What follows belongs to an exercise in optimizing a design on an open flow for small area; a production flow would make more cautious choices. The RTL was checked by simulation tests, not by an equivalence proof against the original design. Power and IR drop assume default switching activity.

### config.mk
export PLATFORM = sky130hd
export DESIGN_NAME = Sudoku_Solver
export DESIGN_NICKNAME = Sudoku_Solver
export VERILOG_FILES = /design/flow/design.v
export SDC_FILE = /design/flow/constraint.sdc
export NUM_CORES = 4
export LEC_CHECK = 0
export CAP_MARGIN = 40
export CORE_MARGIN = 2
export CORE_UTILIZATION = 30
export PLACE_DENSITY = 0.5
export SLEW_MARGIN = 20
### constraint.sdc
create_clock -name core_clock -period 10.0 [get_ports {i_Clk}]
set_input_delay 2.0000 -clock core_clock [delete_from_list [all_inputs] [get_ports {i_Clk}]]
set_output_delay 2.0000 -clock core_clock [all_outputs]
set_load 0.01 [all_outputs]
### design.v
module Sudoku_Solver
	#(parameter p_CLKs_PB = 16)  
	(input i_Clk,
	 input i_Rx_UART,
	 input i_Switch_1,
	 output logic o_Tx_UART);
	wire rst = i_Switch_1;
	logic [323:0] ring;
	wire [3:0] head = ring[323:320];
	logic [1:0] p_ci, p_cb, p_ri, p_rb;  
	logic [1:0] k_ci, k_cb, k_ri, k_rb;  
	logic [1:0] t_ci, t_cb, t_ri, t_rb;  
	logic [8:0] mask;                    
	logic       s;                       
	logic       ph;                      
	logic       busy;                    
	logic       pend;                    
	logic [3:0] timer, idx, data;
	wire tick = &timer;
	wire at_k = {p_rb, p_ri, p_cb, p_ci} == {k_rb, k_ri, k_cb, k_ci};
	wire e_rb = p_rb == t_rb;
	wire e_ri = p_ri == t_ri;
	wire e_cb = p_cb == t_cb;
	wire e_ci = p_ci == t_ci;
	wire row  = e_rb & e_ri;
	wire col  = e_cb & e_ci;
	wire peer = row | col | (e_rb & e_cb);
	wire at_t = row & col;
	wire empty = head == 4'd0;
	logic [8:0] oh;
	always_comb
		for (int i = 0; i < 9; i++)
			oh[i] = head == 4'(i + 1);
	wire [8:0] z = ~mask;
	wire single = (z & (z - 9'd1)) == 9'd0;
	wire [3:0] digit = {z[7] | z[8],
			    z[3] | z[4] | z[5] | z[6],
			    z[1] | z[2] | z[5] | z[6],
			    z[0] | z[2] | z[4] | z[6] | z[8]};
	wire solve_wr = ph & s & at_t & single;
	wire rx_wr    = !ph & pend & at_k;
	wire tx_go    = ph & !busy & at_k & !empty;
	wire rx_start = !ph & !busy & tick & !i_Rx_UART;
	wire k_inc    = rx_wr | tx_go;
	wire k_done   = k_rb == 2'd3;
	always_ff @(posedge i_Clk)
		ring <= {ring[319:0], rx_wr ? data : (head | (solve_wr ? digit : 4'd0))};
	always_ff @(posedge i_Clk) begin
		p_ci <= p_ci[1] ? 2'd0 : p_ci + 2'd1;
		if (p_ci[1]) begin
			p_cb <= p_cb[1] ? 2'd0 : p_cb + 2'd1;
			if (p_cb[1]) begin
				p_ri <= p_ri[1] ? 2'd0 : p_ri + 2'd1;
				if (p_ri[1])
					p_rb <= p_rb[1] ? 2'd0 : p_rb + 2'd1;
			end
		end
		if (k_inc) begin
			k_ci <= k_ci[1] ? 2'd0 : k_ci + 2'd1;
			if (k_ci[1]) begin
				k_cb <= k_cb[1] ? 2'd0 : k_cb + 2'd1;
				if (k_cb[1]) begin
					k_ri <= k_ri[1] ? 2'd0 : k_ri + 2'd1;
					if (k_ri[1])
						k_rb <= k_rb + 2'd1;
				end
			end
		end
		if (!ph && k_done && !busy) begin
			ph <= 1'b1;
			{k_rb, k_ri, k_cb, k_ci} <= 8'd0;
		end
		s <= ph & (s ? !at_t : empty);
		if (!s)
			{t_rb, t_ri, t_cb, t_ci} <= {p_rb, p_ri, p_cb, p_ci};
		mask <= s ? (mask | (peer ? oh : 9'd0)) : 9'd0;
		timer <= timer + 4'd1;
		if (rx_start) begin
			busy <= 1'b1;
			idx <= 4'd1;
		end else if (tx_go) begin
			busy <= 1'b1;
			idx <= 4'd15;
		end else if (tick && busy) begin
			idx <= idx + 4'd1;
			if (idx == 4'd9)
				busy <= 1'b0;
		end
		if (tx_go)
			data <= head;
		else if (tick && busy && idx >= 4'd1 && idx <= 4'd4)
			data <= {i_Rx_UART, data[3:1]};
		if (tick && busy && idx == 4'd4)
			pend <= 1'b1;
		else if (rx_wr)
			pend <= 1'b0;
		if (rst) begin
			{p_rb, p_ri, p_cb, p_ci} <= 8'd0;
			{k_rb, k_ri, k_cb, k_ci} <= 8'd0;
			ph <= 1'b0;
			busy <= 1'b0;
			pend <= 1'b0;
			timer <= 4'd0;
		end
	end
	always_comb
		if (!(ph && busy) || idx == 4'd15)
			o_Tx_UART = 1'b1;
		else if (idx >= 4'd1 && idx <= 4'd4)
			o_Tx_UART = data[0];
		else
			o_Tx_UART = idx == 4'd5 || idx == 4'd6 || idx == 4'd9;
endmodule
### run.sh
#!/bin/bash
# synth_recipe.tcl (not shown) runs the flow's synth.tcl, then flattens the netlist and writes it again
# the make line also repeats each setting of config.mk as NAME=value (left out here)
make -C /OpenROAD-flow-scripts/flow DESIGN_CONFIG=/design/flow/config.mk WORK_HOME=/design/flow/orfs CLKGATE_MAP_FILE= SYNTH_SCRIPT=/design/flow/synth_recipe.tcl finish
==> flow_summary.ini, run 1 <==
[run_status]
outcome = no timing/DRC/antenna violations

[timing]
slew_headroom = 0.538
skew_ps = 12.9
timing.fmax_mhz = 222
worstMarginPinSlew_ps = 690
grt_setup_unrepaired = false
post-route-period-util = 0.451
drv_slew = 0
setup_viol = 0
hold_viol_final = 0
setup-tns-final_ps = 0
period_needed_ps = 4510

[clocking]
post_cts_resize_count = 0
postCtsHoldBufs = 0
clock-sinks = 373
htreeDepth = 2
path_clk_slew_ps = 60
clk_latency_ps = 510
cts_root_buf = clkbuf_16
cts_tree = built
clockBufferDepth = 3
cts_setup_buffers = 0
numCtsBuffers = 36

[power_and_ir_drop]
seqPwrFrac = 0.531
p_clk_frac = 0.463
combPwrFrac = 0.006
p_int_mw = 2.29
leakagePower_nw = 4.10
power_switching_uw = 539
swShare = 0.190
pwr_density_cell_nw_per_um2 = 267
ir_drop_mv = 0.114

[floorplanning]
dieWidth_um = 177
core_area_sq_um = 29500
start_util = 0.304
rows = 63
io-pin-count = 4
dieArea_sq_um = 31200
fp.dieH_um = 177

[drt]
ant_nets = 0
avgViaCountPerCell = 3.90
wl_per_cell_um = 11.2
drcViolationCount = 0
drt_iter0_drc = 364
drt_wl_total_um = 11500
dr.pass1.iters = 4
vias = 3998

[synth]
synth.area.mux_share = 0.0207
synth.top_cell.area_share = 0.807
synth_simple_gate_area_frac = 0.0642
synthAdderAreaFrac = 0.0109
synth-main-ff-cell = dfxtp_1
synth.yosys.seq_area_share = 0.848
ys_async_sr_fraction = 0
synth_top_area_cell = dfxtp_1
synth.avg_cell_area_sq_um = 15.4
synth_compound_area_frac = 0.0270
synthXorXnorAreaFrac = 0.0205
yosysMostFrequentCell = dfxtp_1
synth_cell_types = 43
synthesis.nets = 593
synth_area_sq_um = 8950
synth-edff-count = 12
syn_inst = 583
synth_top_family_by_area = simple AND/OR/NAND/NOR gates
ys_ff_latch = 373
yosysWarnings = 1
ys_top_cells_by_count = 361 x dfxtp_1, 28 x nor2_1, 19 x nand2_1, 14 x mux2i_1, 12 x edfxtp_1
synth_area_leaders = dfxtp_1 81%, edfxtp_1 4.0%, mux2i_1 1.6%

[final_layout]
num-fill-cells = 2814
nets = 622
stdcell_count = 1026
n_antenna_cell = 0
fin_area_sq_um = 10600
drive_gt1_frac = 0.101
area_delta_synth_final_pct = 18.4

[min_path]
hold_class = reg -> reg

[critical_path]
crit_type = reg -> out
cp-start-kind = register
critPathMaxFanout = 4
cp.required_ps = 8000
arrival_ps = 2510
end_kind = output pin

[global_routing]
grt_pass1_vias = 4055
grt.total_usage = 0.0766
grt_overflow_total = 0
grt_pass1_wl_um = 19600
antenna_found_initial = 0
grt_max_degree = 19

[placed_design]
place_hpwl_um = 6400
port_buffers = 3
gp_congestion = 0.782
placed_cell_area_sq_um = 9410
dp.cells = 964

[job]
max_cap_violations = 0
## worst paths after layout
path	start	end	slack [ps]	cells past startpoint
min	ring[83]$_DFF_P_	ring[87]$_DFF_P_	320	0
min reg2reg	ring[83]$_DFF_P_	ring[87]$_DFF_P_	320	0
max reg2reg	ring[320]$_DFF_P_	data[1]$_DFFE_PP_	7920	4
max	idx[0]$_SDFFE_PP1P_	o_Tx_UART	5490	7
## registers in the layout, indices dropped and copies added, names as in the netlist
name   count
ph         1
ring     324
k_ci       2
k_cb       2
t_rb       2
t_ri       2
s          1
mask       9
k_ri       2
pend       1
k_rb       2
p_ri       2
idx        4
p_rb       2
p_ci       2
busy       1
t_cb       2
timer      4
t_ci       2
p_cb       2
data       4
## routing by layer
layer  track usage  up-vias  part of all wire
met3        0.0253       36             0.052
met4        0.0413        0             0.035
met2         0.109       78              0.40
met5             0        -                 0
li1              -     1982                 -
met1         0.102     1902              0.51
## metrics by stage
stage	setup WS (ps)	total power [mW]	hold slack (ps)	util
3_5_place_dp	6020	1.55	312	0.319
6_report	5490	2.83	321	0.359
2_1_floorplan	6620	1.55	310	-
5_1_grt	5360	2.94	317	0.359
4_1_cts	5470	2.88	321	0.359
3_3_place_gp	6090	1.55	312	0.319
## cells by family (layout without fill, tap and decap cells)
logic type	count (synthesis)	after routing
xor+xnor	21	21
compound gates	38	38
flops	373	373
fa+ha+maj	8	8
buf+inv	19	72
mux	18	18
simple gates	106	106
## critical path, stage by stage, from the launching register on
cell             delay [ps]
dfxtp_1                 340
inv_1                   160
ha_1                    190
inv_1                    40
a221oi_1                420
mux2i_1                 240
nand4_1                 110
clkdlybuf4s50_1         500
## power by group through the flow
stage	Sequential (mW)	Clock, mW	Combinational, mW
final	1.50	1.31	0.0176
after global routing	1.50	1.41	0.0195
after CTS	1.50	1.36	0.0177
after detailed placement	1.54	0	0.0176
after global placement	1.54	0	0.0163
after floorplan	1.53	0	0.0149
## cells in the final DEF, fill, tap and decap left out, types with 2 or more instances in the layout
cell	count
edfxtp_1	12
nand4_1	5
o21ai_0	10
xor2_1	11
clkdlybuf4s50_1	3
nand2_1	19
mux2_2	4
a21oi_1	10
ha_1	7
nor3b_1	3
nand2b_1	7
nand3b_1	2
xnor2_1	10
or3_1	3
a31oi_1	3
inv_1	7
o21a_1	9
nor2b_1	3
nor3_1	8
clkbuf_16	36
clkinv_2	2
inv_6	2
dfxtp_1	361
nand3_1	9
mux2i_1	14
clkbuf_1	9
clkbuf_8	9
nor4_1	8
bufinv_16	2
and4_1	2
nor2_1	28
## cell type report
cell class	count	area [sq um]	share of cell area
Timing Repair Buffer	3	30.0	0.00283
Clock buffer	54	1060	0.0999
Tap cell	390	488	0.0461
Inverter	7	26.3	0.00248
Sequential cell	373	7590	0.716
Multi-Input combinational cell	191	1280	0.121
Clock inverter	8	124	0.0117
==> run 2, diff against run 1 <==
--- a/config.mk
+++ b/config.mk
@@ -8,5 +8,8 @@
 export CAP_MARGIN = 40
 export CORE_MARGIN = 2
 export CORE_UTILIZATION = 30
+export CTS_BUF_LIST = sky130_fd_sc_hd__clkbuf_8 sky130_fd_sc_hd__clkbuf_16
+export CTS_CLUSTER_DIAMETER = 60
+export CTS_CLUSTER_SIZE = 25
 export PLACE_DENSITY = 0.5
 export SLEW_MARGIN = 20
==> run 2 against run 1 <==
Synthesized cell count unchanged. Largest power group unchanged. Routed wire length down 2.1%. Still clean. Die area unchanged. Critical path depth unchanged.
==> flow_summary.ini, run 2 <==
[synth]
ys_async_sr_fraction = 0
synth.yosys.seq_area_share = 0.848
synth_top_area_cell = dfxtp_1
ys_ff_latch = 373
yosysMostFrequentCell = dfxtp_1
syn_inst = 583
synth-main-ff-cell = dfxtp_1
synth-edff-count = 12
synth_cell_types = 43
yosysWarnings = 1
synth_area_leaders = dfxtp_1 81%, edfxtp_1 4.0%, mux2i_1 1.6%
synth.top_cell.area_share = 0.807
synthesis.nets = 593
synth_area_sq_um = 8950
ys_top_cells_by_count = 361 x dfxtp_1, 28 x nor2_1, 19 x nand2_1, 14 x mux2i_1, 12 x edfxtp_1
synth.avg_cell_area_sq_um = 15.4

[drt]
ant_nets = 0
vias = 3892
wl_per_cell_um = 11.3
avgViaCountPerCell = 3.90
drt_iter0_drc = 326
drcViolationCount = 0
drt_wl_total_um = 11200
dr.pass1.iters = 4

[clocking]
cts_root_buf = clkbuf_16
clockBufferDepth = 3
cts_tree = built
path_clk_slew_ps = 90
clk_latency_ps = 520
numCtsBuffers = 22
htreeDepth = 1
cts_setup_buffers = 0
post_cts_resize_count = 0
postCtsHoldBufs = 0
clock-sinks = 373

[final_layout]
drive_gt1_frac = 0.0739
reg_top3 = ring (324), mask (9)
nets = 608
largest_reg_flops = 324
n_antenna_cell = 0
layout_commonest_cell = dfxtp_1
fin_util = 0.344
largest_register = ring
most-common-layout-cells = 361 x dfxtp_1, 28 x nor2_1, 22 x clkbuf_16
area_delta_synth_final_pct = 13.2

[critical_path]
worst-path-buf-inv = 3
arrival_ps = 2530
crit_slowest_cell = clkdlybuf4s50_1
crit_family = buffers and inverters
end_kind = output pin
path_cells = inv_1, ha_1, inv_1, a221oi_1, mux2i_1, nand4_1, clkdlybuf4s50_1
cp-start-kind = register
crit_type = reg -> out
cp.required_ps = 8000
critPathMaxFanout = 4
crit_top_cell = inv_1
worst_path_largest_cell_delay_ps = 500

[power_and_ir_drop]
pwr_density_cell_nw_per_um2 = 243
p_int_mw = 1.95
power_switching_uw = 508
p_clk_frac = 0.383
leakagePower_nw = 3.86
total_power_mw = 2.46
swShare = 0.206
combPwrFrac = 0.007
seqPwrFrac = 0.609
ir_drop_mv = 0.104

[floorplanning]
dieWidth_um = 177
core_area_sq_um = 29500
dieArea_sq_um = 31200
rows = 63
start_util = 0.304
io-pin-count = 4
fp.dieH_um = 177

[timing]
setup-tns-final_ps = 0
skew_ps = 15.8
hold_viol_final = 0
setup_viol = 0
post-route-period-util = 0.453
worstMarginPinSlew_ps = 687
timing.fmax_mhz = 221
slew_headroom = 0.540
drv_slew = 0
period_needed_ps = 4530
whs_ps = 323
grt_setup_unrepaired = false

[placed_design]
port_buffers = 3
gp_congestion = 0.782
place_hpwl_um = 6400

[global_routing]
grt_max_degree = 27
grt_pass1_wl_um = 19200
grt_overflow_total = 0
antenna_found_initial = 0
grt.total_usage = 0.0745
grt_pass1_vias = 3912

[job]
max_cap_violations = 0

[run_status]
outcome = no timing/DRC/antenna violations

[min_path]
hold_class = reg -> reg
-- run 2: cell count changes in the layout (fill, tap and decap cells not counted) --
cell | previous run | this run
clkinv_2 | 2 | 0
inv_6 | 2 | 3
clkbuf_1 | 9 | 0
inv_12 | 0 | 3
bufinv_16 | 2 | 1
inv_16 | 1 | 0
clkinv_8 | 1 | 2
inv_8 | 0 | 1
clkbuf_16 | 36 | 22
clkbuf_8 | 9 | 0
inv_1 | 7 | 8
clkinvlp_4 | 0 | 2
-- run 2: layout make-up --
cell class / count / area (sq um)
fill: 2848 / 19300
sequential: 373 / 7590
multi-input combinational: 191 / 1280
clock buffer: 22 / 551
tap: 390 / 488
clock inverter: 13 / 168
timing repair buffer: 3 / 30.0
inverter: 7 / 26.3
-- run 2: metrics by stage --
| stage | area (sq um) | std cells | setup slack, ps |
|---|---|---|---|
| 2_1_floorplan | 8950 | 583 | 6620 |
| 3_3_place_gp | 9410 | 964 | 6090 |
| 3_5_place_dp | 9410 | 964 | 6020 |
| 4_1_cts | 10100 | 999 | 5460 |
| 5_1_grt | 10100 | 999 | 5350 |
| 6_report | 10100 | 999 | 5470 |
-- run 2: metal layers --
metal | global-route usage | up-vias | share of wire
li1 | - | 1941 | -
met1 | 0.104 | 1869 | 0.52
met2 | 0.109 | 52 | 0.41
met3 | 0.0193 | 30 | 0.038
met4 | 0.0313 | 0 | 0.033
met5 | 0 | - | 0
-- run 2: cells by family after synthesis --
kind of cell,count (synthesis),share of synthesized area
mux,18,0.0207
xor+xnor,21,0.0205
fa+ha+maj,8,0.0109
simple gates,106,0.0642
buf+inv,19,0.00908
compound gates,38,0.0270
flops,373,0.848
-- run 2: power by group through the flow --
stage	registers (mW)	clock network, mW	logic, mW
6_report	1.50	0.944	0.0175
5_1_grt	1.50	1.04	0.0196
4_1_cts	1.50	0.982	0.0177
3_3_place_gp	1.54	0	0.0163
2_1_floorplan	1.53	0	0.0149
3_5_place_dp	1.54	0	0.0176
-- run 2: path summary, 6_finish.rpt --
kind	from	end	slack, ps	depth (start not counted)
worst max-delay path	idx[0]$_SDFFE_PP1P_	o_Tx_UART	5470	7
worst min-delay path	ring[51]$_DFF_P_	ring[55]$_DFF_P_	320	0
worst max register to register	ring[320]$_DFF_P_	data[1]$_DFFE_PP_	7900	4
worst min register to register	ring[51]$_DFF_P_	ring[55]$_DFF_P_	320	0
==> run 3, diff against run 2 <==
--- a/config.mk
+++ b/config.mk
@@ -8,8 +8,8 @@
 export CAP_MARGIN = 40
 export CORE_MARGIN = 2
 export CORE_UTILIZATION = 30
-export CTS_BUF_LIST = sky130_fd_sc_hd__clkbuf_8 sky130_fd_sc_hd__clkbuf_16
+export CTS_BUF_LIST = sky130_fd_sc_hd__clkbuf_8
 export CTS_CLUSTER_DIAMETER = 60
-export CTS_CLUSTER_SIZE = 25
+export CTS_CLUSTER_SIZE = 20
 export PLACE_DENSITY = 0.5
 export SLEW_MARGIN = 20
==> run 3 against run 2 <==
Still clean on timing, DRC and antenna. Cell area decreased by 3.1%. Clock-buffer cell count grew 3. Setup slack worse by 23 ps. Sequential power hardly changed. Clock power shrank 29%. Utilization is 1.1 points lower. First-iteration DRC count fell by 13%. Fmax is 0.51% lower. Via count decreased by 0.44%. Critical path depth did not move. Flip-flop and latch count did not move. Non-clock buffer count unchanged. Critical endpoint unchanged. Largest power group unchanged.
==> flow_summary.ini, run 3 <==
[final_layout]
largest_register = ring
n_antenna_cell = 0
layout_commonest_cell = dfxtp_1
fin_util = 0.333
nets = 610
most-common-layout-cells = 361 x dfxtp_1, 28 x nor2_1, 25 x clkbuf_8
area_delta_synth_final_pct = 9.71
reg_top3 = ring (324), mask (9)
largest_reg_flops = 324
drive_gt1_frac = 0.0678
fin_area_sq_um = 9820
num-fill-cells = 2880

[floorplanning]
fp.dieH_um = 177
dieArea_sq_um = 31200
core_area_sq_um = 29500
io-pin-count = 4
rows = 63
start_util = 0.304
dieWidth_um = 177

[synth]
synth_area_sq_um = 8950
synth-main-ff-cell = dfxtp_1
synth-edff-count = 12
syn_inst = 583
synth_cell_types = 43
synth.yosys.seq_area_share = 0.848
synth.top_cell.area_share = 0.807
yosysMostFrequentCell = dfxtp_1
ys_top_cells_by_count = 361 x dfxtp_1, 28 x nor2_1, 19 x nand2_1, 14 x mux2i_1, 12 x edfxtp_1
ys_async_sr_fraction = 0
ys_ff_latch = 373
synth.avg_cell_area_sq_um = 15.4
synth_top_area_cell = dfxtp_1
synth_area_leaders = dfxtp_1 81%, edfxtp_1 4.0%, mux2i_1 1.6%
yosysWarnings = 1
synthesis.nets = 593

[critical_path]
end_kind = output pin
crit_top_cell = inv_1
cp-start-kind = register
crit_type = reg -> out
critPathMaxFanout = 4
arrival_ps = 2560
crit_slowest_cell = clkdlybuf4s50_1
cp.required_ps = 8000
path_cells = inv_1, ha_1, inv_1, a221oi_1, mux2i_1, nand4_1, clkdlybuf4s50_1
worst-path-buf-inv = 3
worst_path_largest_cell_delay_ps = 500
crit_family = buffers and inverters

[timing]
grt_setup_unrepaired = false
skew_ps = 10.1
drv_slew = 0
setup-tns-final_ps = 0
setup_viol = 0
period_needed_ps = 4560
hold_viol_final = 0
worstMarginPinSlew_ps = 697
timing.fmax_mhz = 219
slew_headroom = 0.534
post-route-period-util = 0.456

[drt]
dr.pass1.iters = 4
drt_wl_total_um = 11100
vias = 3875
ant_nets = 0
drt_iter0_drc = 284
avgViaCountPerCell = 3.89
wl_per_cell_um = 11.2
drcViolationCount = 0

[placed_design]
place_hpwl_um = 6400
placed_cell_area_sq_um = 9410
gp_congestion = 0.782
port_buffers = 3

[power_and_ir_drop]
leakagePower_nw = 3.73
pwr_density_cell_nw_per_um2 = 223
ir_drop_mv = 0.0788

[global_routing]
grt_pass1_wl_um = 19200
grt.total_usage = 0.0740
antenna_found_initial = 0
grt_overflow_total = 0
grt_pass1_vias = 3939
grt_max_degree = 22

[job]
max_cap_violations = 0

[clocking]
cts_setup_buffers = 0
path_clk_slew_ps = 110
numCtsBuffers = 24
post_cts_resize_count = 0
htreeDepth = 1
cts_root_buf = clkbuf_8
clk_latency_ps = 540
cts_tree = built
postCtsHoldBufs = 0
clock-sinks = 373
clockBufferDepth = 3

[run_status]
outcome = no timing/DRC/antenna violations

[min_path]
hold_class = reg -> reg
==> run 3: cell counts after synthesis <==
Identical to the previous run, type by type.
==> run 3: path summary, 6_finish.rpt <==
| check | startpoint | endpoint | slack [ps] | cells past startpoint |
|---|---|---|---|---|
| setup / recovery | idx[0]$_SDFFE_PP1P_ | o_Tx_UART | 5440 | 7 |
| hold / removal | ring[16]$_DFF_P_ | ring[20]$_DFF_P_ | 330 | 0 |
| setup reg to reg | ring[320]$_DFF_P_ | data[1]$_DFFE_PP_ | 7920 | 4 |
| hold reg to reg | ring[16]$_DFF_P_ | ring[20]$_DFF_P_ | 330 | 0 |
==> run 3: cell type report <==
cell class | instances | area, sq um | area share
clock inverter | 6 | 62.6 | 0.00637
clock buffer | 25 | 344 | 0.0350
sequential | 373 | 7590 | 0.773
timing repair buffer | 3 | 30.0 | 0.00306
inverter | 7 | 26.3 | 0.00268
multi-input combinational | 191 | 1280 | 0.131
tap | 390 | 488 | 0.0497
==> run 3: cells by family (layout without fill, tap and decap cells) <==
group,count (synthesis),in the layout,synth area share
AOI/OAI and AO/OA,38,38,0.0270
xor gates and xnor gates,21,21,0.0205
adders and majority gates,8,8,0.0109
buffers and inverters,19,41,0.00908
DFF,373,373,0.848
muxes,18,18,0.0207
and+or+nand+nor,106,106,0.0642
==> run 3: where the power goes <==
group	internal, mW	switching, mW
sequential	1.50	0.00559
combinational	0.00758	0.0100
clock	0.240	0.427
total	1.74	0.443
==> run 3: stage by stage <==
| stage | power (mW) | setup WS [ps] | std cells | hold WS [ps] |
|---|---|---|---|---|
| global route | 2.28 | 5300 | 995 | 335 |
| CTS | 2.23 | 5400 | 995 | 333 |
| finish | 2.19 | 5440 | 995 | 328 |
| detailed placement | 1.55 | 6020 | 964 | 312 |
| global placement | 1.55 | 6090 | 964 | 312 |
| floorplan | 1.55 | 6620 | 583 | 310 |
==> run 3: routing by layer <==
layer | up-vias | track usage | share of wire | wire length, um
met4 | 0 | 0.0279 | 0.030 | 328
met2 | 54 | 0.109 | 0.41 | 4530
met3 | 30 | 0.0204 | 0.042 | 463
met5 | - | 0 | 0 | 0
met1 | 1860 | 0.103 | 0.52 | 5780
li1 | 1931 | - | - | -
==> run 4, diff against run 3 <==
--- a/config.mk
+++ b/config.mk
@@ -8,8 +8,8 @@
 export CAP_MARGIN = 40
 export CORE_MARGIN = 2
 export CORE_UTILIZATION = 30
-export CTS_BUF_LIST = sky130_fd_sc_hd__clkbuf_8
-export CTS_CLUSTER_DIAMETER = 60
-export CTS_CLUSTER_SIZE = 20
+export CTS_BUF_LIST = sky130_fd_sc_hd__clkbuf_16
+export CTS_CLUSTER_DIAMETER = 80
+export CTS_CLUSTER_SIZE = 30
 export PLACE_DENSITY = 0.5
 export SLEW_MARGIN = 20
==> run 4 against run 3 <==
Worst hold slack worse by 14 ps. Critical path depth unchanged. Routed wire length increased by 0.21%. Setup slack improved by 19 ps. Highest routed layer unchanged. Via count decreased by 1.5%. Global-route usage decreased by 0.084 points. Sequential share of layout area shrank 0.63 points. Fmax grew 0.43%. Utilization rose by 0.28 points. Flip-flop and latch count stayed put. Non-clock buffer count is the same.
==> flow_summary.ini, run 4 <==
[final_layout]
largest_register = ring
regArea_sq_um = 7590
largest_reg_flops = 324
reg_top3 = ring (324), mask (9)
drive_gt1_frac = 0.0554
multi_input_area_sq_um = 1280
nets = 603
most-common-layout-cells = 361 x dfxtp_1, 28 x nor2_1, 19 x nand2_1
area_delta_synth_final_pct = 10.6
n_antenna_cell = 0
num-fill-cells = 2861
stdcell_count = 986
layout_commonest_cell = dfxtp_1

[job]
max_cap_violations = 0

[drt]
drt_wl_total_um = 11100
wl_per_cell_um = 11.3
vias = 3817
dr.pass1.iters = 4
ant_nets = 0
avgViaCountPerCell = 3.87
drt_iter0_drc = 343
drcViolationCount = 0

[synth]
syn_inst = 583
synth.yosys.seq_area_share = 0.848
synth_cell_types = 43
ys_ff_latch = 373
synth.avg_cell_area_sq_um = 15.4
synthesis.nets = 593
synth.top_cell.area_share = 0.807
synth-main-ff-cell = dfxtp_1
synth_area_sq_um = 8950
synth_top_area_cell = dfxtp_1
synth-edff-count = 12
yosysMostFrequentCell = dfxtp_1
ys_async_sr_fraction = 0
ys_top_cells_by_count = 361 x dfxtp_1, 28 x nor2_1, 19 x nand2_1, 14 x mux2i_1, 12 x edfxtp_1
synth_area_leaders = dfxtp_1 81%, edfxtp_1 4.0%, mux2i_1 1.6%
yosysWarnings = 1

[clocking]
postCtsHoldBufs = 0
post_cts_resize_count = 0
clk_latency_ps = 520
cts_tree = built
clock-sinks = 373
cts_setup_buffers = 0
path_clk_slew_ps = 110
htreeDepth = 1
numCtsBuffers = 17
clockBufferDepth = 3
cts_root_buf = clkbuf_16

[power_and_ir_drop]
ir_drop_mv = 0.0960
leakagePower_nw = 3.75
pwr_density_cell_nw_per_um2 = 231

[critical_path]
rr_worst_depth = 4
r2r-end = data[1]$_DFFE_PP_
arrival_ps = 2540
r2r-start = ring[320]$_DFF_P_
end_kind = output pin
crit_type = reg -> out
critPathMaxFanout = 5
r2r_slack_ps = 7930
cp-start-kind = register
cp.required_ps = 8000

[timing]
skew_ps = 35.3
hold_viol_final = 0
worstMarginPinSlew_ps = 704
timing.fmax_mhz = 220
setup_viol = 0
period_needed_ps = 4540
setup-tns-final_ps = 0
grt_setup_unrepaired = false
drv_slew = 0
post-route-period-util = 0.454
slew_headroom = 0.529

[floorplanning]
io-pin-count = 4
start_util = 0.304
fp.dieH_um = 177
rows = 63
dieWidth_um = 177
core_area_sq_um = 29500
dieArea_sq_um = 31200

[placed_design]
place_hpwl_um = 6400
port_buffers = 3
dp.cells = 964
gp_congestion = 0.782

[min_path]
hold_path_startpoint = ring[0]$_DFF_P_
min_to = ring[4]$_DFF_P_
hold_class = reg -> reg
worstHoldPathCells = 0

[global_routing]
grt_pass1_vias = 3848
grt.total_usage = 0.0731
grt_max_degree = 31
antenna_found_initial = 0
grt_pass1_wl_um = 18900
grt_overflow_total = 0

[run_status]
outcome = no timing/DRC/antenna violations
[run 4: power by group]
| group | internal [mW] | switching (mW) |
|---|---|---|
| registers | 1.50 | 0.00555 |
| logic | 0.00758 | 0.00995 |
| clock network | 0.324 | 0.441 |
| total | 1.83 | 0.457 |
[run 4: area by class of cell]
type                            count  share of cell area
Multi-Input combinational cell    191               0.130
Tap cell                          390              0.0493
Inverter                            7             0.00265
Clock buffer                       17              0.0430
Sequential cell                   373               0.766
Timing Repair Buffer                3             0.00303
Clock inverter                      5             0.00632
[run 4: cell families after synthesis]
| logic type | share of synthesized area |
|---|---|
| flops | 0.848 |
| simple gates | 0.0642 |
| compound gates | 0.0270 |
| xor+xnor | 0.0205 |
| buf+inv | 0.00908 |
| mux | 0.0207 |
| fa+ha+maj | 0.0109 |
[run 4: critical path, cell delays in order, from the launching register on]
cell and delay (ps):
dfxtp_1 370, inv_1 120, ha_1 210, nor2_1 60, a221oi_1 410, mux2i_1 240, nand4_1 110, clkdlybuf4s50_1 500
[run 4: through the flow]
stage	worst slack, ps	hold slack (ps)	power, mW	cell area, sq um	utilization
floorplan	6620	310	1.55	8950	-
detailed placement	6020	312	1.55	9410	0.319
global route	5320	315	2.37	9900	0.336
CTS	5430	308	2.32	9900	0.336
global placement	6090	312	1.55	9410	0.319
finish	5460	314	2.29	9900	0.336
[run 4: worst max path at each step]
stage	from	to	depth (start not counted)
2_1_floorplan	idx[0]$_SDFFE_PP1P_	o_Tx_UART	6
3_3_place_gp	idx[0]$_SDFFE_PP1P_	o_Tx_UART	7
3_5_place_dp	idx[0]$_SDFFE_PP1P_	o_Tx_UART	7
4_1_cts	idx[0]$_SDFFE_PP1P_	o_Tx_UART	7
5_1_grt	idx[0]$_SDFFE_PP1P_	o_Tx_UART	7
6_report	idx[1]$_SDFFE_PP0P_	o_Tx_UART	7
[run 4: routing by layer]
metal | part of all wire | GRT usage | up-vias
li1 | - | - | 1918
met1 | 0.53 | 0.103 | 1833
met2 | 0.40 | 0.107 | 43
met3 | 0.039 | 0.0191 | 23
met4 | 0.032 | 0.0286 | 0
met5 | 0 | 0 | -
==> run 5, diff against run 4 <==
--- a/config.mk
+++ b/config.mk
@@ -8,8 +8,8 @@
 export CAP_MARGIN = 40
 export CORE_MARGIN = 2
 export CORE_UTILIZATION = 30
-export CTS_BUF_LIST = sky130_fd_sc_hd__clkbuf_16
-export CTS_CLUSTER_DIAMETER = 80
-export CTS_CLUSTER_SIZE = 30
+export CTS_BUF_LIST = sky130_fd_sc_hd__clkbuf_4
+export CTS_CLUSTER_DIAMETER = 30
+export CTS_CLUSTER_SIZE = 10
 export PLACE_DENSITY = 0.5
 export SLEW_MARGIN = 20
==> run 5 against run 4 <==
Non-clock buffer count did not move. Routed wire length rose by 5.0%. Still clean. Largest cell class unchanged. Global-route usage is 0.57 points higher. Sequential power barely moved. Critical path type unchanged. Cell count is 7.6% higher.
==> flow_summary.ini, run 5 <==
[run_status]
outcome = no timing/DRC/antenna violations

[timing]
drv_slew = 0
hold_viol_final = 0
setup-tns-final_ps = 0
skew_ps = 48.1
post-route-period-util = 0.465
timing.fmax_mhz = 215
period_needed_ps = 4650
fin_ws_ps = 5350
grt_setup_unrepaired = false
slew_headroom = 0.538
setup_viol = 0
worstMarginPinSlew_ps = 691

[final_layout]
nets = 642
most-common-layout-cells = 361 x dfxtp_1, 58 x clkbuf_4, 28 x nor2_1
largest_register = ring
layout_commonest_cell = dfxtp_1
reg_top3 = ring (324), mask (9)
fin_util = 0.347
area_delta_synth_final_pct = 14.2
num-fill-cells = 2881
multi_input_area_sq_um = 1280
stdcell_count = 1061
drive_gt1_frac = 0.148
regArea_sq_um = 7590
largest_reg_flops = 324

[clocking]
cts_tree = built
htreeDepth = 2
numCtsBuffers = 56
cts_root_buf = clkbuf_4
cts_setup_buffers = 0
path_clk_slew_ps = 100
clk_latency_ps = 680
clock-sinks = 373
post_cts_resize_count = 0
clockBufferDepth = 3
postCtsHoldBufs = 0

[global_routing]
gr-usage-met2 = 0.111
antenna_found_initial = 1
grt_pass1_vias = 4318
grt.total_usage = 0.0788
use_met1 = 0.103
grt_max_degree = 19
top_usage_layer = met2
met3_usage = 0.0296
grt_pass1_wl_um = 20200
grt_overflow_total = 0

[synth]
yosysMostFrequentCell = dfxtp_1
ys_async_sr_fraction = 0
synth-edff-count = 12
synth_area_sq_um = 8950
synth.yosys.seq_area_share = 0.848
syn_inst = 583
synth-main-ff-cell = dfxtp_1
synth_top_area_cell = dfxtp_1
ys_ff_latch = 373
synth_area_leaders = dfxtp_1 81%, edfxtp_1 4.0%, mux2i_1 1.6%
yosysWarnings = 1
synth_cell_types = 43
ys_top_cells_by_count = 361 x dfxtp_1, 28 x nor2_1, 19 x nand2_1, 14 x mux2i_1, 12 x edfxtp_1
synth.top_cell.area_share = 0.807
synth.avg_cell_area_sq_um = 15.4
synthesis.nets = 593

[drt]
drt_iter0_drc = 259
wl_per_cell_um = 11.0
dr.pass1.iters = 4
drt_wl_total_um = 11700
ant_nets = 0
avgViaCountPerCell = 3.90
vias = 4143
drcViolationCount = 0

[critical_path]
end_kind = output pin
cp.required_ps = 8000
critPathMaxFanout = 5
cp-start-kind = register
arrival_ps = 2650
crit_type = reg -> out

[floorplanning]
core_area_sq_um = 29500
dieArea_sq_um = 31200
rows = 63
dieWidth_um = 177
fp.dieH_um = 177
io-pin-count = 4
start_util = 0.304

[placed_design]
gp_congestion = 0.782
port_buffers = 3
dp.cells = 964
pre_cts_slack_ps = 6020
place_hpwl_um = 6400

[power_and_ir_drop]
pwr_density_cell_nw_per_um2 = 245
ir_drop_mv = 0.0788
leakagePower_nw = 3.97

[job]
max_cap_violations = 0

[min_path]
hold_class = reg -> reg
[run 5: cell counts after synthesis]
No cell type changed its count.
[run 5: worst max-delay path, cell delays in order (launching register included)]
cell and delay (ps):
dfxtp_1 360, inv_1 120, ha_1 220, nor2_1 60, a221oi_1 410, mux2i_1 240, nand4_1 110, clkdlybuf4s50_1 500
[run 5: per-layer routing]
layer | vias to the layer above | routed length, um
met4 | 0 | 299
li1 | 2052 | -
met1 | 1962 | 5870
met5 | - | 0
met3 | 34 | 660
met2 | 95 | 4850
[run 5: worst paths after layout]
path	endpoint	slack [ps]	start	depth (start not counted)
hold reg to reg	ring[55]$_DFF_P_	300	ring[51]$_DFF_P_	0
setup / recovery	o_Tx_UART	5350	idx[1]$_SDFFE_PP0P_	7
hold / removal	ring[55]$_DFF_P_	300	ring[51]$_DFF_P_	0
setup reg to reg	data[3]$_DFFE_PP_	7930	ring[320]$_DFF_P_	4
[run 5: final cells by class]
| class | instances | area share |
|---|---|---|
| Clock inverter | 37 | 0.0361 |
| Multi-Input combinational cell | 191 | 0.125 |
| Timing Repair Buffer | 3 | 0.00294 |
| Tap cell | 390 | 0.0477 |
| Inverter | 7 | 0.00257 |
| Sequential cell | 373 | 0.742 |
| Clock buffer | 58 | 0.0426 |
| Antenna cell | 2 | 0.000490 |
[run 5: stage by stage]
stage                     total power, mW  area (sq um)  hold slack [ps]
after floorplan                      1.55          8950              310
after global placement               1.55          9410              312
after detailed placement             1.55          9410              312
after CTS                            2.55         10200              304
after global routing                 2.62         10200              286
final                                2.50         10200              304
[run 5: power by group]
group	leakage [nW]	total (mW)	internal, mW	switching [mW]
Sequential	3.04	1.50	1.50	0.00561
Combinational	0.473	0.0176	0.00758	0.0101
Clock	0.454	0.982	0.460	0.522
Total	3.97	2.50	1.96	0.538
[run 5: kinds of logic (layout without fill, tap and decap cells)]
kind of cell,Yosys count,count (layout),share of synthesized area
DFF,373,373,0.848
other,0,2,0
AOI/OAI and AO/OA,38,38,0.0270
xor gates and xnor gates,21,21,0.0205
and+or+nand+nor,106,106,0.0642
adders and majority gates,8,8,0.0109
buffers and inverters,19,105,0.00908
muxes,18,18,0.0207
==> run 6, diff against run 5 <==
==> design.v (replaced) <==
module Sudoku_Solver
	#(parameter p_CLKs_PB = 16)  
	(input i_Clk,
	 input i_Rx_UART,
	 input i_Switch_1,
	 output logic o_Tx_UART);
	localparam [1:0] INIT = 2'd0, RX = 2'd1, SOLVE = 2'd2, TX = 2'd3;
	wire rst = i_Switch_1;
	logic [323:0] ring;
	wire [3:0] head = ring[323:320];
	logic [1:0] p_ci, p_cb, p_ri, p_rb;  
	logic [1:0] t_ci, t_cb, t_ri, t_rb;  
	logic [8:0] mask;                    
	logic       s;                       
	logic [1:0] ph;
	logic       f;
	logic       busy;                    
	logic       pend;                    
	logic [3:0] timer, idx, data;
	wire tick = &timer;
	wire last = p_rb[1] & p_ri[1] & p_cb[1] & p_ci[1];
	wire e_rb = p_rb == t_rb;
	wire e_ri = p_ri == t_ri;
	wire e_cb = p_cb == t_cb;
	wire e_ci = p_ci == t_ci;
	wire row  = e_rb & e_ri;
	wire col  = e_cb & e_ci;
	wire peer = row | col | (e_rb & e_cb);
	wire at_t = row & col;
	wire empty = head == 4'd0;
	wire unset = head == 4'd15;
	logic [8:0] oh;
	always_comb
		for (int i = 0; i < 9; i++)
			oh[i] = head == 4'(i + 1);
	wire [8:0] z = ~mask;
	wire single = (z & (z - 9'd1)) == 9'd0;
	wire [3:0] digit = {z[7] | z[8],
			    z[3] | z[4] | z[5] | z[6],
			    z[1] | z[2] | z[5] | z[6],
			    z[0] | z[2] | z[4] | z[6] | z[8]};
	logic special;
	always_comb
		case (ph)
			RX:      special = unset;
			SOLVE:   special = empty;
			default: special = !empty;
		endcase
	wire tx_go    = ph == TX & !busy & f & !empty;
	wire rx_start = !ph[1] & !busy & tick & !i_Rx_UART;
	logic       wr;
	logic [3:0] wval;
	always_comb
		case (ph)
			INIT:  begin wr = 1'b1;                  wval = 4'd15; end
			RX:    begin wr = pend & f & unset;      wval = data;  end
			SOLVE: begin wr = s & at_t & single;     wval = digit; end
			TX:    begin wr = tx_go;                 wval = 4'd0;  end
		endcase
	always_ff @(posedge i_Clk)
		ring <= {ring[319:0], wr ? wval : head};
	always_ff @(posedge i_Clk) begin
		p_ci <= p_ci[1] ? 2'd0 : p_ci + 2'd1;
		if (p_ci[1]) begin
			p_cb <= p_cb[1] ? 2'd0 : p_cb + 2'd1;
			if (p_cb[1]) begin
				p_ri <= p_ri[1] ? 2'd0 : p_ri + 2'd1;
				if (p_ri[1])
					p_rb <= p_rb[1] ? 2'd0 : p_rb + 2'd1;
			end
		end
		f <= last | (f & !special);
		if (last && ph != TX && (ph == INIT || (f && !special)))
			ph <= ph + 2'd1;
		s <= ph == SOLVE & (s ? !at_t : empty);
		if (!s)
			{t_rb, t_ri, t_cb, t_ci} <= {p_rb, p_ri, p_cb, p_ci};
		mask <= s ? (mask | (peer ? oh : 9'd0)) : 9'd0;
		timer <= timer + 4'd1;
		if (rx_start) begin
			busy <= 1'b1;
			idx <= 4'd1;
		end else if (tx_go) begin
			busy <= 1'b1;
			idx <= 4'd15;
		end else if (tick && busy) begin
			idx <= idx + 4'd1;
			if (idx == 4'd9)
				busy <= 1'b0;
		end
		if (tx_go)
			data <= head;
		else if (tick && busy && idx >= 4'd1 && idx <= 4'd4)
			data <= {i_Rx_UART, data[3:1]};
		if (tick && busy && idx == 4'd4)
			pend <= 1'b1;
		else if (wr && ph == RX)
			pend <= 1'b0;
		if (rst) begin
			{p_rb, p_ri, p_cb, p_ci} <= 8'd0;
			ph <= INIT;
			busy <= 1'b0;
			pend <= 1'b0;
			timer <= 4'd0;
		end
	end
	always_comb
		if (!(ph == TX && busy) || idx == 4'd15)
			o_Tx_UART = 1'b1;
		else if (idx >= 4'd1 && idx <= 4'd4)
			o_Tx_UART = data[0];
		else
			o_Tx_UART = idx == 4'd5 || idx == 4'd6 || idx == 4'd9;
endmodule
==> config.mk (replaced) <==
export PLATFORM = sky130hd
export DESIGN_NAME = Sudoku_Solver
export DESIGN_NICKNAME = Sudoku_Solver
export VERILOG_FILES = /design/flow/design.v
export SDC_FILE = /design/flow/constraint.sdc
export NUM_CORES = 4
export LEC_CHECK = 0
export ABC_AREA = 1
export CAP_MARGIN = 40
export CORE_MARGIN = 2
export CORE_UTILIZATION = 30
export CTS_BUF_LIST = sky130_fd_sc_hd__clkbuf_8
export CTS_CLUSTER_DIAMETER = 60
export CTS_CLUSTER_SIZE = 20
export PLACE_DENSITY = 0.5
export SLEW_MARGIN = 20
==> run 6 against run 5 <==
Setup slack better by 280 ps. Critical path type unchanged. Via count down 8.4%. Power shrank 13%. Critical path depth is 1 higher. Still clean.
==> flow_summary.ini, run 6 <==
[critical_path]
critPathMaxFanout = 5
arrival_ps = 2360
crit_family = buffers and inverters
cp-start-kind = register
crit_top_cell = inv_1
crit_slowest_cell = clkdlybuf4s50_1
r2r-start = timer[0]$_SDFF_PP0_
critical_path_depth = 8
r2r-end = data[2]$_DFFE_PP_
end_kind = output pin
crit_type = reg -> out
worst_path_largest_cell_delay_ps = 530
cp.required_ps = 8000
rr_worst_depth = 7
worstSetupEndpoint = o_Tx_UART
worst-path-buf-inv = 3
r2r_slack_ps = 7930
path_cells = inv_1, ha_1, o21ai_0, a31oi_1, inv_1, o221ai_1, nand2_1, clkdlybuf4s50_1
startpoint = idx[0]$_SDFFE_PP1P_

[floorplanning]
core_area_sq_um = 28600
start_util = 0.304
io-pin-count = 4
rows = 62
dieWidth_um = 174
dieArea_sq_um = 30400
fp.dieH_um = 174

[timing]
period_needed_ps = 4360
setup-tns-final_ps = 0
slew_headroom = 0.542
grt_setup_unrepaired = false
skew_ps = 39.9
drv_slew = 0
setup_viol = 0
post-route-period-util = 0.436
timing.fmax_mhz = 229
worstMarginPinSlew_ps = 687
hold_viol_final = 0
whs_ps = 306

[power_and_ir_drop]
total_power_mw = 2.17
leakagePower_nw = 3.80
ir_drop_mv = 0.0938
pwr_density_cell_nw_per_um2 = 225

[min_path]
hold_class = reg -> reg

[synth]
synth.top_cell.area_share = 0.815
synth_area_sq_um = 8720
synth.avg_cell_area_sq_um = 14.1
synth-edff-count = 12
synth_cell_types = 30
synth_top_area_cell = dfxtp_1
synthAdderAreaFrac = 0.0158
synth.yosys.seq_area_share = 0.857
ys_async_sr_fraction = 0
ys_top_cells_by_count = 355 x dfxtp_1, 61 x nand2_1, 45 x inv_1, 42 x nor2_1, 23 x a21oi_1
yosysWarnings = 1
ys_ff_latch = 367
synth_compound_area_frac = 0.0317
synth-main-ff-cell = dfxtp_1
synth_simple_gate_area_frac = 0.0676
synth.area.mux_share = 0
synthXorXnorAreaFrac = 0.00703
synth_area_leaders = dfxtp_1 82%, edfxtp_1 4.1%, nand2_1 2.6%
synthesis.nets = 632
synth_top_family_by_area = simple AND/OR/NAND/NOR gates
yosysMostFrequentCell = dfxtp_1
syn_inst = 618

[drt]
wl_per_cell_um = 9.62
vias = 3794
ant_nets = 0
avgViaCountPerCell = 3.66
dr.pass1.iters = 4
drcViolationCount = 0
drt_iter0_drc = 162
drt_wl_total_um = 9980

[final_layout]
reg_top3 = ring (324), mask (9)
layout_commonest_cell = dfxtp_1
nets = 659
num-fill-cells = 2797
fin_area_sq_um = 9650
largest_register = ring
n_antenna_cell = 0
stdcell_count = 1037
drive_gt1_frac = 0.0720
largest_reg_flops = 324
most-common-layout-cells = 355 x dfxtp_1, 61 x nand2_1, 46 x inv_1
area_delta_synth_final_pct = 10.8

[placed_design]
port_buffers = 3
gp_congestion = 0.812
place_hpwl_um = 5600
dp.cells = 1003
placed_cell_area_sq_um = 9220

[global_routing]
grt_overflow_total = 0
antenna_found_initial = 0
grt_pass1_wl_um = 17000
grt_pass1_vias = 3602
grt.total_usage = 0.0670
grt_max_degree = 21

[clocking]
cts_tree = built
clock-sinks = 367
postCtsHoldBufs = 0
cts_setup_buffers = 0
clockBufferDepth = 3
htreeDepth = 1
post_cts_resize_count = 0
clk_latency_ps = 570
cts_root_buf = clkbuf_8
numCtsBuffers = 24
path_clk_slew_ps = 110

[job]
max_cap_violations = 0

[run_status]
outcome = no timing/DRC/antenna violations
==> run 6: cell types whose count changed after synthesis, sizes merged, moves of 9 or more <==
cell / delta
mux2i: -14
nor4: -9
inv: +39
nand2: +45
nor2: +21
o21a: -9
xnor2: -9
a21oi: +13
==> run 6: layout make-up <==
type / count / area, sq um / share of cell area
Clock buffer: 27 / 372 / 0.0385
Clock inverter: 7 / 63.8 / 0.00661
Inverter: 47 / 176 / 0.0183
Multi-Input combinational cell: 202 / 1060 / 0.110
Sequential cell: 367 / 7470 / 0.773
Tap cell: 384 / 480 / 0.0498
Timing Repair Buffer: 3 / 30.0 / 0.00311
==> run 6: how the worst min path moves through the flow <==
| stage | slack, ps | endpoint | depth (start not counted) | from |
|---|---|---|---|---|
| CTS | 310 | ring[293]$_DFF_P_ | 0 | ring[289]$_DFF_P_ |
| detailed placement | 310 | ring[223]$_DFF_P_ | 0 | ring[219]$_DFF_P_ |
| floorplan | 310 | ring[100]$_DFF_P_ | 0 | ring[96]$_DFF_P_ |
| finish | 310 | ring[174]$_DFF_P_ | 0 | ring[170]$_DFF_P_ |
| global route | 320 | ring[293]$_DFF_P_ | 0 | ring[289]$_DFF_P_ |
| global placement | 310 | ring[154]$_DFF_P_ | 0 | ring[150]$_DFF_P_ |
==> run 6: routing by layer <==
layer | part of all wire | global-route usage | vias to the layer above
met5 | 0 | 0 | -
met4 | 0.034 | 0.0294 | 0
met3 | 0.043 | 0.0177 | 24
met2 | 0.36 | 0.0906 | 63
met1 | 0.56 | 0.0990 | 1725
li1 | - | - | 1982
==> run 6: cell families after synthesis <==
family                     after synthesis
AOI/OAI and AO/OA                       51
xor gates and xnor gates                 7
adders and majority gates               11
buffers and inverters                   49
DFF                                    367
and+or+nand+nor                        133
==> run 6: metrics by stage <==
stage	worst slack (ps)	util
global route	5430	0.337
global placement	6270	0.322
CTS	5610	0.337
floorplan	6870	-
detailed placement	6240	0.322
finish	5640	0.337
==> run 6: where the power goes <==
group | internal, mW | switching [mW] | total, mW
registers | 1.47 | 0.00291 | 1.47
logic | 0.00494 | 0.00714 | 0.0121
clock network | 0.255 | 0.427 | 0.682
total | 1.73 | 0.437 | 2.17
==> run 7, diff against run 6 <==
--- a/config.mk
+++ b/config.mk
@@ -5,7 +5,6 @@
 export SDC_FILE = /design/flow/constraint.sdc
 export NUM_CORES = 4
 export LEC_CHECK = 0
-export ABC_AREA = 1
 export CAP_MARGIN = 40
 export CORE_MARGIN = 2
 export CORE_UTILIZATION = 30
==> run 7 against run 6 <==
Non-clock buffer count stayed put. Critical path depth is 1 lower. Cell count is 5.7% lower. Global-route usage is 0.41 points higher. Synthesized area is 0.59% lower.
==> flow_summary.ini, run 7 <==
[run_status]
outcome = no timing/DRC/antenna violations

[synth]
ys_async_sr_fraction = 0
yosysWarnings = 1
synth_cell_types = 48
synth-edff-count = 12
synth.yosys.seq_area_share = 0.862
synth_area_sq_um = 8660
synth.top_cell.area_share = 0.820
synthesis.nets = 577
ys_top_cells_by_count = 355 x dfxtp_1, 31 x nand2_1, 22 x nor2_1, 15 x inv_1, 13 x a21oi_1
ys_ff_latch = 367
synth_top_area_cell = dfxtp_1
syn_inst = 563
synth_area_leaders = dfxtp_1 82%, edfxtp_1 4.2%, ha_1 1.6%
yosysMostFrequentCell = dfxtp_1
synth.avg_cell_area_sq_um = 15.4
synth-main-ff-cell = dfxtp_1

[power_and_ir_drop]
power_switching_uw = 433
leakagePower_nw = 3.62
ir_drop_mv = 0.123
pwr_density_cell_nw_per_um2 = 226
combPwrFrac = 0.007
p_int_mw = 1.73
swShare = 0.201
seqPwrFrac = 0.687
p_clk_frac = 0.306

[timing]
worstMarginPinSlew_ps = 679
slew_headroom = 0.543
timing.fmax_mhz = 220
skew_ps = 13.7
setup_viol = 0
grt_setup_unrepaired = false
setup-tns-final_ps = 0
hold_viol_final = 0
post-route-period-util = 0.454
drv_slew = 0
period_needed_ps = 4540

[placed_design]
port_buffers = 3
dp.cells = 942
place_hpwl_um = 5960
gp_congestion = 0.794

[global_routing]
antenna_found_initial = 0
gr-usage-met2 = 0.107
grt_max_degree = 21
top_usage_layer = met2
use_met1 = 0.0973
grt.total_usage = 0.0710
grt_pass1_wl_um = 18200
grt_pass1_vias = 3830
grt_overflow_total = 0
met3_usage = 0.0179

[final_layout]
layout_commonest_cell = dfxtp_1
stdcell_count = 978
drive_gt1_frac = 0.0657
largest_reg_flops = 324
nets = 598
most-common-layout-cells = 355 x dfxtp_1, 31 x nand2_1, 25 x clkbuf_8
n_antenna_cell = 0
largest_register = ring
num-fill-cells = 2822
reg_top3 = ring (324), mask (9)
area_delta_synth_final_pct = 10.3
multi_input_area_sq_um = 1090
regArea_sq_um = 7470

[clocking]
numCtsBuffers = 24
postCtsHoldBufs = 0
htreeDepth = 1
cts_setup_buffers = 0
clock-sinks = 367
clk_latency_ps = 540
cts_tree = built
cts_root_buf = clkbuf_8
clockBufferDepth = 3
post_cts_resize_count = 0
path_clk_slew_ps = 110

[drt]
avgViaCountPerCell = 3.88
drt_iter0_drc = 173
dr.pass1.iters = 4
ant_nets = 0
drcViolationCount = 0
vias = 3796
drt_wl_total_um = 10400
wl_per_cell_um = 10.7

[min_path]
hold_class = reg -> reg

[floorplanning]
fp.dieH_um = 174
core_area_sq_um = 28500
rows = 62
dieArea_sq_um = 30300
io-pin-count = 4
dieWidth_um = 174
start_util = 0.304

[critical_path]
crit_type = reg -> out
crit_slowest_cell = clkdlybuf4s50_1
worst-path-buf-inv = 3
end_kind = output pin
cp.required_ps = 8000
arrival_ps = 2540
path_cells = inv_1, ha_1, inv_1, a221oi_1, mux2i_1, nand4_1, clkdlybuf4s50_1
worst_path_largest_cell_delay_ps = 510
critPathMaxFanout = 5
cp-start-kind = register
crit_top_cell = inv_1
crit_family = buffers and inverters

[job]
max_cap_violations = 0
==> run 7: changes by cell type after synthesis, sizes merged, moves of 5 or more <==
| cell | delta |
|---|---|
| nand2 | -33 |
| xnor2 | +9 |
| nand4 | +6 |
| a21oi | -9 |
| buf | +5 |
| nor2 | -26 |
| o21ai | -10 |
| inv | -31 |
==> run 7: path summary, 6_finish.rpt <==
check                                    startpoint               end  slack, ps  cells past startpoint
worst max-delay path            idx[0]$_SDFFE_PP1P_         o_Tx_UART       5460                      7
worst min-delay path               ring[51]$_DFF_P_  ring[55]$_DFF_P_        330                      0
worst max register to register    ring[320]$_DFF_P_   ring[2]$_DFF_P_       7760                      5
worst min register to register     ring[51]$_DFF_P_  ring[55]$_DFF_P_        330                      0
==> run 7: routing by layer <==
layer | routed length (um) | vias to the layer above
met5 | 0 | -
met4 | 295 | 0
met3 | 537 | 32
met2 | 4360 | 97
met1 | 5230 | 1784
li1 | - | 1883
==> run 7: layout make-up <==
cell class	count	area share
Sequential cell	367	0.782
Multi-Input combinational cell	172	0.114
Tap cell	384	0.0503
Clock buffer	25	0.0360
Clock inverter	11	0.00825
Inverter	16	0.00629
Timing Repair Buffer	3	0.00314
==> run 7: through the flow <==
stage	area, sq um	hold slack [ps]	utilization	power [mW]	setup slack, ps
floorplan	8660	310	-	1.53	6630
global placement	9130	312	0.320	1.53	6130
detailed placement	9130	312	0.320	1.53	6050
CTS	9550	327	0.335	2.20	5430
global route	9550	330	0.335	2.26	5290
finish	9550	327	0.335	2.16	5460
==> run 7: power by group through the flow <==
stage / combinational [mW] / clock, mW / sequential, mW
CTS: 0.0143 / 0.699 / 1.49
global route: 0.0161 / 0.758 / 1.49
global placement: 0.0129 / 0 / 1.52
detailed placement: 0.0143 / 0 / 1.52
floorplan: 0.0117 / 0 / 1.52
finish: 0.0141 / 0.661 / 1.49
==> run 7: worst register-to-register path, delay by kind of cell, from the launching register on <==
kind / cells / cell delay, ps
AOI/OAI and AO/OA: 2 / 500
DFF: 1 / 440
muxes: 1 / 410
and+or+nand+nor: 2 / 780
==> run 7: logic make-up (layout without fill, tap and decap cells) <==
kind of cell	Yosys count	count (layout)	share of synthesized area
AO/OA/AOI/OAI	50	50	0.0388
XOR/XNOR	12	12	0.0121
flip-flops	367	367	0.862
AND/OR/NAND/NOR	93	93	0.0520
buffers and inverters	24	55	0.0121
adder cells (fa/ha/maj)	11	11	0.0159
multiplexers	6	6	0.00722

[static timing again, ports no longer ideal]
In the flow no input, the clock included, has a driving cell. The finished layouts below were timed again as built, in two steps.
Step 1 assumes that a clkbuf_16 drives the clock port and a buf_2 every other input.
Step 2 moves the port delays by t, midway between the first and last clock arrival at a register: inputs arrive t later, outputs are due t later. That takes back most of the time a late clock gives input paths.
Slacks: ideal ports / drivers / drivers and shift; pairs: ideal ports / drivers.
run	t (ns)	slack for setup (ns)	worst hold slack (ns)	worst setup path at the end
run 1	0.548	5.489 / 5.443 / 5.990	0.321 / 0.321 / 0.321	register to output
run 2	0.562	5.466 / 5.420 / 5.982	0.323 / 0.323 / 0.323	register to output
run 3	0.575	5.443 / 5.402 / 5.977	0.328 / 0.328 / 0.328	register to output
run 4	0.545	5.463 / 5.418 / 5.963	0.314 / 0.314 / 0.314	register to output
run 5	0.699	5.354 / 5.315 / 6.014	0.304 / 0.304 / 0.304	register to output
run 6	0.585	5.638 / 5.599 / 6.183	0.306 / 0.306 / 0.306	register to output
run 7	0.573	5.460 / 5.423 / 5.996	0.327 / 0.327 / 0.327	register to output
After both steps every run listed still meets setup and hold.
